Context: an optimization exercise on an open-source flow, tuned for small area. The choices shown serve that exercise and are no tape-out recipe. The RTL was checked by simulation tests, not by an equivalence proof against the original design. Power is estimated from default activity; no workload was simulated. The flow treats the clock pin as an ideal source, which a real chip does not have.

== the previous run ==
## main
module main(
    clock, reset, instruction, in_pc, out_pc, alu_op, reg_dst, jumpp, branch, reg_write,  mem_read, mem_to_reg, mem_write, ALU_src,
    read_data1, read_data2, alu_control, alu_out, out_sign, out_put_mux, read_data, ram_reg, pc_add, jump_j
    );
    input clock;
    input reset;
    input wire [7:0] instruction;
    output wire [7:0] in_pc;
    output reg  [7:0] out_pc;
    output wire [1:0] alu_op;
    output wire reg_dst, jumpp, branch, reg_write, mem_read, mem_to_reg, mem_write, ALU_src;
    output wire [7:0] read_data1, read_data2;
    output wire [2:0] alu_control;
    output wire [7:0] alu_out, out_sign, out_put_mux, read_data, ram_reg, pc_add, jump_j;
    wire [2:0] op = instruction[7:5];
    wire b4 = instruction[4];
    wire b3 = instruction[3];
    wire [2:0] f = instruction[2:0];
    wire is_lw   = (op == 3'b001);
    wire is_sw   = (op == 3'b010);
    wire is_j    = (op == 3'b011);
    wire is_rr   = (op == 3'b100) | (op == 3'b110);
    wire is_addi = (op == 3'b101);
    assign reg_dst    = is_rr;
    assign reg_write  = is_lw | is_rr | is_addi;
    assign mem_read   = is_lw;
    assign mem_to_reg = is_lw;
    assign mem_write  = is_sw;
    assign ALU_src    = is_lw | is_sw | is_addi;
    assign jumpp      = is_j;
    assign branch     = 1'b0;
    assign alu_op     = {is_rr | is_addi, is_j | is_addi};
    wire f000 = (f == 3'b000);
    wire f010 = (f == 3'b010);
    assign alu_control = is_rr ? {1'b0, f010, f000} : {1'b0, is_j, ~is_j};
    reg [7:0] r0, r1;
    assign read_data1 = b3 ? r1 : r0;
    assign read_data2 = b4 ? r1 : r0;
    assign out_sign    = {5'b0, f};
    assign out_put_mux = ALU_src ? out_sign : read_data2;
    wire alu_sub = alu_control[1];
    wire [7:0] alu_sum = read_data1 + (out_put_mux ^ {8{alu_sub}}) + {7'd0, alu_sub};
    assign alu_out = (alu_control[0] | alu_control[1]) ? alu_sum : 8'd0;
    wire [3:0] rlo = b3 ? r1[3:0] : r0[3:0];
    wire [4:0] lsum = {1'b0, rlo} + {2'b0, f};
    wire c4 = lsum[4];
    wire [15:0] hd0, hd1;
    wire [15:0] lo_n, hr_n;    
    genvar i, j, b;
    generate
        for (i = 0; i < 16; i = i + 1) begin : pd
            assign hd0[i] = (r0[7:4] == i);
            assign hd1[i] = (r1[7:4] == i);
            assign lo_n[i] = ~(lsum[3:0] == i);
            assign hr_n[i] = ~(c4 ? (b3 ? hd1[(i + 15) % 16] : hd0[(i + 15) % 16])
  ...
export LEC_CHECK = 0
export CAP_MARGIN = 20
export CORE_MARGIN = 2
export CORE_UTILIZATION = 62
export SETUP_SLACK_MARGIN = 0.1
export SLEW_MARGIN = 20
export SYNTH_HIERARCHICAL = 1
export SYNTH_MINIMUM_KEEP_SIZE = 0
create_clock -name core_clock -period 10.5 [get_ports {clock}]
standard.sh (not shown) runs the stock make flow with config.mk's settings and CLKGATE_MAP_FILE= SYNTH_SCRIPT=/design/flow/synth_recipe.tcl, a recipe that flattens the netlist after the stock synthesis.
==> flow/flow/run.sh <==
#!/bin/bash
# The standard layout (the standard.sh, standard synthesis included), with these changes:
#  - the port buffers are the smallest buffer cell instead of clkdlybuf4s50_1;
#  - clock-tree sinks are clustered 30 to a leaf buffer, within 80 um, with no dummy loads;
# Each tool's full output goes to the ORFS logs under orfs/logs/; make's output to standard.log.
set -euo pipefail
cd "$(dirname "$0")/.."
export BUFFER_PORTS_ARGS="-buffer_cell sky130_fd_sc_hd__buf_1"
export CTS_ARGS="-sink_clustering_enable -repair_clock_nets -sink_clustering_size 30 -sink_clustering_max_diameter 80 -dont_use_dummy_load"
bash standard.sh > standard.log 2>&1
The previous run reached the end of the flow, and the finished layout is clean on the timing, design-rule and antenna checks.
--- input diff the previous run..the current run ---
- PLACE_DENSITY newly set to 0.75
Results
Non-clock buffering overhead in the final layout came out higher on the current run than on the previous run. Uppermost signal routing layer after detailed routing: met4 -> the current run, met5 -> the previous run. On share of total power in sequential cells: the current run sits above the previous run. Higher depth of the most critical reg-to-reg path goes to the previous run over the current run.

==> re-timing with driven ports <==
How much do the figures lean on ideal ports? The routed layouts below were timed once more, with nothing changed but the port constraints. Step 1 sets driving cells, clkbuf_16 on the clock port and buf_2 on the other inputs (assumed; they add their load-dependent delay and slew). Step 2 times the ports against the registers' clock, not the clock port: input delays grow and output delays shrink by t, the midpoint of the rising clock arrivals with the driver on. Slacks: no drivers / after step 1 / after step 2; pairs: no drivers / after step 1.
| run | shift t [ns] | setup WS [ns] | hold WS [ns] | latest minus earliest clock arrival (ns) | worst slew at a driven data input, ns |
|---|---|---|---|---|---|
| the previous run | 0.758 | 0.273 / 0.250 / 0.250 | 0.520 / 0.520 / 0.520 | 0.082 / 0.082 | 0.03 |
| the current run | 0.740 | 0.364 / 0.340 / 0.340 | 0.521 / 0.521 / 0.521 | 0.086 / 0.087 | 0.03 |
After both steps setup and hold are still met in every run listed. The setup slack of the current run, which loses most, moves by -0.024 ns with the drivers and by -0.024 ns with both steps.
